From an optimization exercise on the open Yosys and OpenROAD flow, aimed at small area, a short achievable clock period and few clock cycles per item; shortcuts taken in it are not production practice. Where RTL was checked, it was by simulation tests only, not by an equivalence proof against the original.

job 3227:
==> flow/design.v <==
package rv32i_types;
    localparam  ROB_ID_SIZE = 4;
    typedef enum bit [2:0] {
        alu_add = 3'b000,
        alu_sll = 3'b001,
        alu_sra = 3'b010,
        alu_sub = 3'b011,
        alu_xor = 3'b100,
        alu_srl = 3'b101,
        alu_or  = 3'b110,
        alu_and = 3'b111
    } alu_ops;
endpackage
module booth_step
(
    input  logic [32:0] x,         
    input  logic [6:0]  ybits,
    input  logic [39:0] lo_in,
    input  logic [23:0] up_in,
    input  logic [1:0]  pend_in,
    output logic [39:0] lo_out,
    output logic [23:0] up_out,
    output logic [1:0]  pend_out
);
    localparam int W = 42;         
    logic [W-1:0] row [0:2];
    logic [W-1:0] op0;
    logic [W-1:0] s1, c1, s2, c2, total;
    logic [23:0]  up_fix;
    always_comb begin
        op0 = {2'b00, lo_in[33:0], 6'b000000};
        for (int i = 0; i < 3; i++) begin
            logic b0, b1, b2, neg, one, two;
            logic [34:0] mag;
            b0 = ybits[2*i];
            b1 = ybits[2*i+1];
            b2 = ybits[2*i+2];
            neg = b2 & ~(b1 & b0);
            one = b1 ^ b0;
            two = (b2 & ~b1 & ~b0) | (~b2 & b1 & b0);
            mag = one ? {{2{x[32]}}, x} : (two ? {x[32], x, 1'b0} : 35'd0);
            if (neg) mag = ~mag;
            row[i] = {{(W-35){mag[34]}}, mag} << (2*i);
            op0[2*i] = neg;
        end
    end
    assign s1 = op0 ^ row[0] ^ row[1];
    assign c1 = ((op0 & row[0]) | (op0 & row[1]) | (row[0] & row[1])) << 1;
    assign s2 = s1 ^ c1 ^ row[2];
    assign c2 = ((s1 & c1) | (s1 & row[2]) | (c1 & row[2])) << 1;
    assign total = s2 + c2;
    assign up_fix   = up_in + {{23{pend_in[1]}}, pend_in[0]};
    assign up_out   = {up_fix[17:0], lo_in[39:34]};
    assign lo_out   = total[39:0];
    assign pend_out = total[41:40];
endmodule : booth_step
module div_steps
(
    input  logic [31:0] r_in,
    input  logic [31:0] q_in,
    input  logic [32:0] bal_in,
    output logic [31:0] r_out,
    output logic [31:0] q_out,
    output logic [32:0] bal_out
);
    always_comb begin
        logic [31:0] r, q;
        logic [32:0] bal;
        logic [33:0] d;
        r   = r_in;
        q   = q_in;
        bal = bal_in;
        for (int i = 0; i < 2; i++) begin
            d = {2'b00, r} - {1'b0, bal};
            q = {q[30:0], ~d[33]};
            if (!d[33]) r = d[31:0];
            bal = {1'b0, bal[32:1]};
        end
        r_out   = r;
        q_out   = q;
        bal_out = bal;
    end
endmodule : div_steps
import rv32i_types::*;
module alu_cmp_unit
(
    input   logic           alu_cmp,
    input   logic   [2:0]   aluop,
    input   logic   [2:0]   cmpop,
    input   logic   [31:0]  a, b,
    output  logic   [31:0]  f
);
    logic        sub;
    logic [31:0] bb, p, g, sum, lg;
    logic [32:0] c;
    logic        eq, lts, ltu, br_en;
    assign sub = alu_cmp | (aluop == alu_sub);
    assign bb  = b ^ {32{sub}};
    assign p   = a ^ bb;
    assign g   = a & bb;
    always_comb begin
        logic [31:0] gg, pp, gn, pn;
        gg = g; pp = p;
        gg[0] = g[0] | (p[0] & sub);
        for (int l = 0; l < 5; l++) begin
            gn = gg; pn = pp;
            for (int i = 0; i < 32; i++) begin
                if ((i >> l) & 1) begin
                    int j;
                    j = ((i >> l) << l) - 1;
                    gn[i] = gg[i] | (pp[i] & gg[j]);
                    pn[i] = pp[i] & pp[j];
                end
            end
            gg = gn; pp = pn;
        end
        c[0] = sub;
        for (int i = 0; i < 32; i++) c[i+1] = gg[i];
    end
    assign sum = p ^ c[31:0];
    assign eq  = &p;                  
    assign ltu = ~c[32];
    assign lts = (a[31] ^ b[31]) ? a[31] : sum[31];
    assign br_en = (cmpop[2] ? (cmpop[1] ? ltu : lts) : eq) ^ cmpop[0];
    always_comb begin
        case (aluop[1:0])
            2'b00:   lg = p;          
            2'b10:   lg = p | g;      
            default: lg = g;          
        endcase
    end
    logic [31:0] sh_out, sr_in;
    logic [32:0] sr;
    logic        sh_left;
    assign sh_left = (aluop == alu_sll);
    always_comb begin
        for (int i = 0; i < 32; i++) sr_in[i] = sh_left ? a[31-i] : a[i];
    end
    assign sr = signed'({(aluop == alu_sra) & a[31], sr_in}) >>> b[4:0];
    always_comb begin
        for (int i = 0; i < 32; i++) sh_out[i] = sh_left ? sr[31-i] : sr[i];
    end
    always_comb begin
        if (alu_cmp) f = {31'd0, br_en};
        else begin
            case (aluop)
                alu_add, alu_sub: f = sum;
                alu_sll, alu_sra, alu_srl: f = sh_out;
                default: f = lg;
            endcase
        end
    end
endmodule : alu_cmp_unit
import rv32i_types::*;
module exec_unit_top
(
    input  logic        clk,
    input  logic        rst,
    input  logic        branch_mispredict,
    input  logic        in_valid,
    input  logic [6:0]  opcode,
    input  logic [6:0]  funct7,
    input  logic [2:0]  funct3,
    input  logic        alu_cmp,
    input  logic [2:0]  aluop,
    input  logic [2:0]  cmpop,
    input  logic [31:0] rs1_v,
    input  logic [31:0] rs2_v,
    input  logic [3:0]  rob_id_dest,
    output logic        ready,
    output logic [3:0]  rob_id,
    output logic [31:0] rd_data
);
    logic is_m, is_mul, is_div;
    assign is_m   = (opcode == 7'b0110011) && (funct7 == 7'b0000001);
    assign is_mul = is_m & ~funct3[2];
    assign is_div = is_m &  funct3[2];
    logic        busy, done;
    logic [3:0]  cnt;
    logic [63:0] acc;      
    logic [1:0]  pend;     
    logic [32:0] bal;      
    logic [31:0] alu_f;
    alu_cmp_unit u_alu (
        .alu_cmp(alu_cmp), .aluop(aluop), .cmpop(cmpop),
        .a(rs1_v), .b(rs2_v), .f(alu_f)
    );
    function automatic logic [4:0] fits(input logic [32:0] v);
        logic [32:0] d;
        d = v ^ {33{v[32]}};       
        for (int k = 1; k <= 5; k++) fits[k-1] = ((d >> (6*k-1)) == 33'd0);
    endfunction
    function automatic logic [6:0] chunk(input logic [32:0] v, input logic [3:0] k);
        logic [36:0] e;
        e = {{3{v[32]}}, v, 1'b0};
        case (k)
            4'd0:    chunk = e[6:0];
            4'd1:    chunk = e[12:6];
            4'd2:    chunk = e[18:12];
            4'd3:    chunk = e[24:18];
            4'd4:    chunk = e[30:24];
            default: chunk = e[36:30];
        endcase
    endfunction
    function automatic logic [6:0] topchunk(input logic [32:0] v, input logic [4:0] f);
        logic [36:0] e;
        e = {{3{v[32]}}, v, 1'b0};
        topchunk = f[0] ? e[6:0] : 7'd0;
        for (int k = 1; k < 5; k++)
            if (f[k] & ~f[k-1]) topchunk = topchunk | e[6*k+6 -: 7];
        if (~f[4]) topchunk = topchunk | e[36:30];
    endfunction
    function automatic logic [3:0] nchunks(input logic [4:0] f);
        nchunks = 4'd6;
        for (int k = 5; k >= 1; k--) if (f[k-1]) nchunks = 4'(k);
    endfunction
    logic        a_sg, b_sg, swap;
    logic [32:0] ax, bx, mx;
    logic [4:0]  fa, fb;
    logic [3:0]  mm;
    logic [6:0]  ya, yb, ybits;
    logic [39:0] lo_n;
    logic [23:0] up_n;
    logic [1:0]  pend_n;
    assign a_sg = (funct3[1:0] != 2'b11);    
    assign b_sg = ~funct3[1];                
    assign ax   = {a_sg & rs1_v[31], rs1_v};
    assign bx   = {b_sg & rs2_v[31], rs2_v};
    assign fa   = fits(ax);
    assign fb   = fits(bx);
    assign swap = |(fa & ~fb);
    assign mx   = swap ? bx : ax;
    assign mm   = swap ? nchunks(fa) : nchunks(fb);
    assign ya    = busy ? chunk(ax, cnt) : topchunk(ax, fa);
    assign yb    = busy ? chunk(bx, cnt) : topchunk(bx, fb);
    assign ybits = swap ? ya : yb;
    booth_step u_booth (
        .x(mx), .ybits(ybits),
        .lo_in(busy ? acc[39:0] : 40'd0), .up_in(busy ? acc[63:40] : 24'd0),
        .pend_in(busy ? pend : 2'd0),
        .lo_out(lo_n), .up_out(up_n), .pend_out(pend_n)
    );
    logic [23:0] up_fin;
    logic [31:0] mul_out;
    assign up_fin  = acc[63:40] + {{23{pend[1]}}, pend[0]};
    assign mul_out = (funct3[1:0] == 2'b00) ? acc[31:0] : {up_fin, acc[39:32]};
    function automatic logic [5:0] clz32(input logic [31:0] v);
        clz32 = 6'd32;
        for (int i = 0; i < 32; i++) if (v[i]) clz32 = 6'(31 - i);
    endfunction
    logic        d_sg, d_rem, bz, bypass;
    logic [31:0] da, db;
    logic [5:0]  lza, lzb;
    logic [5:0]  nq;
    logic [3:0]  c1;           
    logic [32:0] bal0;
    logic [31:0] r_n, q_n, dval, dfix, dbyp, div_out;
    logic [32:0] bal_n;
    logic        dneg;
    assign d_sg  = ~funct3[0];               
    assign d_rem =  funct3[1];               
    assign da    = (d_sg & rs1_v[31]) ? (~rs1_v + 32'd1) : rs1_v;
    assign db    = (d_sg & rs2_v[31]) ? (~rs2_v + 32'd1) : rs2_v;
    assign bz    = (rs2_v == 32'd0);
    assign bypass = bz | (da < db);
    assign lza   = clz32(da);
    assign lzb   = clz32(db);
    assign nq    = lzb - lza;
    assign c1    = nq[4:1];
    assign bal0  = {1'b0, db} << {c1, 1'b1};
    div_steps u_div (
        .r_in(acc[31:0]), .q_in(acc[63:32]), .bal_in(bal),
        .r_out(r_n), .q_out(q_n), .bal_out(bal_n)
    );
    assign dval = d_rem ? r_n : q_n;
    assign dneg = d_sg & (rs1_v[31] ^ (~d_rem & rs2_v[31]));
    assign dfix = dneg ? (~dval + 32'd1) : dval;
    assign dbyp = d_rem ? rs1_v : {32{bz}};
    assign div_out = busy ? dfix : dbyp;
    always_ff @(posedge clk) begin
        if (rst || branch_mispredict) begin
            busy <= 1'b0;
            done <= 1'b0;
        end else if (done) begin
            busy <= 1'b0;
            done <= 1'b0;
        end else if (!busy) begin
            if (in_valid && is_mul) begin
                busy <= 1'b1;
                done <= swap ? fa[0] : fb[0];
            end else if (in_valid && is_div && !bypass) begin
                busy <= 1'b1;
            end
        end else if (is_div) begin
            if (cnt == 4'd0) busy <= 1'b0;
        end else begin
            done <= (cnt == 4'd0);
        end
    end
    always_ff @(posedge clk) begin
        if (!busy) cnt <= is_div ? c1 : (mm - 4'd2);
        else       cnt <= cnt - 4'd1;
        if (is_mul || (!busy && !is_div)) acc <= {up_n, lo_n};
        else if (busy)                    acc <= {q_n, r_n};
        else                              acc <= {32'd0, da};
        pend <= pend_n;
        bal  <= busy ? bal_n : bal0;
    end
    assign ready   = in_valid & (~is_m | (is_mul & done) | (is_div & (bypass | (busy & (cnt == 4'd0)))));
    assign rob_id  = rob_id_dest;
    assign rd_data = is_m ? (is_div ? div_out : mul_out) : alu_f;
endmodule
clock: 12.0 ns
lec_check: 0
abc_area: 1
cap_margin: 20
core_margin: 2
core_utilization: 40
setup_slack_margin: 2
slew_margin: 20
run.sh (not shown) runs the stock make flow with config.mk's settings and CLKGATE_MAP_FILE= SYNTH_SCRIPT=/design/flow/synth_recipe.tcl, a recipe that flattens the netlist after the stock synthesis.
Testbench counts of job 3227, summed over its fixed seeds: cycles 10,517, items 5,600.
Modified inputs, job 7757 compared to job 3227
--- a/flow/design.v
+++ b/flow/design.v
@@ -80,8 +80,33 @@
         q_out   = q;
         bal_out = bal;
     end
 endmodule : div_steps
+module div_steps_small
+(
+    input  logic [3:0]  r_in,
+    input  logic [31:0] q_in,
+    input  logic [3:0]  b,
+    output logic [3:0]  r_out,
+    output logic [31:0] q_out
+);
+    always_comb begin
+        logic [3:0]  r;
+        logic [31:0] q;
+        logic [4:0]  rp;
+        logic [5:0]  d;
+        r = r_in;
+        q = q_in;
+        for (int i = 0; i < 4; i++) begin
+            rp = {r, q[31]};
+            d  = {1'b0, rp} - {2'b00, b};
+            q  = {q[30:0], ~d[5]};
+            r  = d[5] ? rp[3:0] : d[3:0];
+        end
+        r_out = r;
+        q_out = q;
+    end
+endmodule : div_steps_small
 import rv32i_types::*;
 module alu_cmp_unit
 (
     input   logic           alu_cmp,
@@ -179,8 +204,9 @@
     logic [3:0]  cnt;
     logic [63:0] acc;      
     logic [1:0]  pend;     
     logic [32:0] bal;      
+    logic        dsmall;   
     logic [31:0] alu_f;
     alu_cmp_unit u_alu (
         .alu_cmp(alu_cmp), .aluop(aluop), .cmpop(cmpop),
         .a(rs1_v), .b(rs2_v), .f(alu_f)
@@ -267,13 +293,20 @@
     assign lzb   = clz32(db);
     assign nq    = lzb - lza;
     assign c1    = nq[4:1];
     assign bal0  = {1'b0, db} << {c1, 1'b1};
+    logic        use_small;
+    logic [3:0]  r_s;
+    logic [31:0] q_s;
+    assign use_small = (db[31:4] == 28'd0) & nq[4];
+    div_steps_small u_div_small (
+        .r_in(acc[3:0]), .q_in(acc[63:32]), .b(bal[3:0]), .r_out(r_s), .q_out(q_s)
+    );
     div_steps u_div (
         .r_in(acc[31:0]), .q_in(acc[63:32]), .bal_in(bal),
         .r_out(r_n), .q_out(q_n), .bal_out(bal_n)
     );
-    assign dval = d_rem ? r_n : q_n;
+    assign dval = dsmall ? (d_rem ? {28'd0, r_s} : q_s) : (d_rem ? r_n : q_n);
     assign dneg = d_sg & (rs1_v[31] ^ (~d_rem & rs2_v[31]));
     assign dfix = dneg ? (~dval + 32'd1) : dval;
     assign dbyp = d_rem ? rs1_v : {32{bz}};
     assign div_out = busy ? dfix : dbyp;
@@ -297,15 +330,16 @@
             done <= (cnt == 4'd0);
         end
     end
     always_ff @(posedge clk) begin
-        if (!busy) cnt <= is_div ? c1 : (mm - 4'd2);
+        if (!busy) cnt <= is_div ? (use_small ? 4'd7 : c1) : (mm - 4'd2);
         else       cnt <= cnt - 4'd1;
         if (is_mul || (!busy && !is_div)) acc <= {up_n, lo_n};
-        else if (busy)                    acc <= {q_n, r_n};
-        else                              acc <= {32'd0, da};
+        else if (busy)                    acc <= dsmall ? {q_s, 28'd0, r_s} : {q_n, r_n};
+        else                              acc <= use_small ? {da, 32'd0} : {32'd0, da};
         pend <= pend_n;
-        bal  <= busy ? bal_n : bal0;
+        if (!busy) dsmall <= use_small;
+        bal  <= busy ? (dsmall ? bal : bal_n) : (use_small ? {29'd0, db[3:0]} : bal0);
     end
     assign ready   = in_valid & (~is_m | (is_mul & done) | (is_div & (bypass | (busy & (cnt == 4'd0)))));
     assign rob_id  = rob_id_dest;
     assign rd_data = is_m ? (is_div ? div_out : mul_out) : alu_f;
### Flow results
- Critical-path maximum fanout, job 3227 and job 7757, lower one = job 7757.
- Job 3227 and job 7757 ended up with nearly the same period utilization.
- The detailed route wirelength on metal2 in job 7757 was higher than what job 3227 gave.
- NOTE area enclosed by the die boundary job 3227->job 7757 increased by a few percent
- Job 7757 vs. job 3227: time the final worst path needs with I/O delays and setup went up by 5.1 ps; wire length went up by 13%; number of stages on the worst setup path went up by 5; area growth from synthesis to layout went down by 0.40 points.
- Looking at register fraction of the total cell area, job 7757 sits 0.47 points above job 3227.
- For utilization, job 7757 and job 3227 come out practically identical.
- In the reports, the flip-flop count of job 7757 exceeds that of job 3227.
No functional check of the RTL was part of job 7757.

[afterwards: timing with drivers on the ports]
The flow's constraints put no driver on any port. The routed layouts listed below were extracted and timed again, unchanged, in two steps.
Step 1 (the two cells are an assumption about what drives the block):
set clk [get_ports {clk}]
set_driving_cell -lib_cell sky130_fd_sc_hd__clkbuf_16 $clk
set_driving_cell -lib_cell sky130_fd_sc_hd__buf_2 [delete_from_list [all_inputs] $clk]
Step 2 moves the port delays by t, midway between the first and last clock arrival at a register: inputs arrive t later, outputs are due t later. That takes back most of the time a late clock gives input paths.
Three values: ideal ports, drivers, drivers and shift; two values: the first two.
run	t, ns	slack for setup (ns)	worst data-port slew with drivers (ns)	pins driven straight from the clock port
job 3227	0.476	2.036 / 2.012 / 1.904	0.06	1
job 7757	0.450	2.031 / 2.006 / 1.792	0.07	1
After both steps every run listed still meets setup and hold. For job 7757, which loses most, drivers alone change the setup slack by -0.025 ns; drivers and shift together by -0.239 ns.
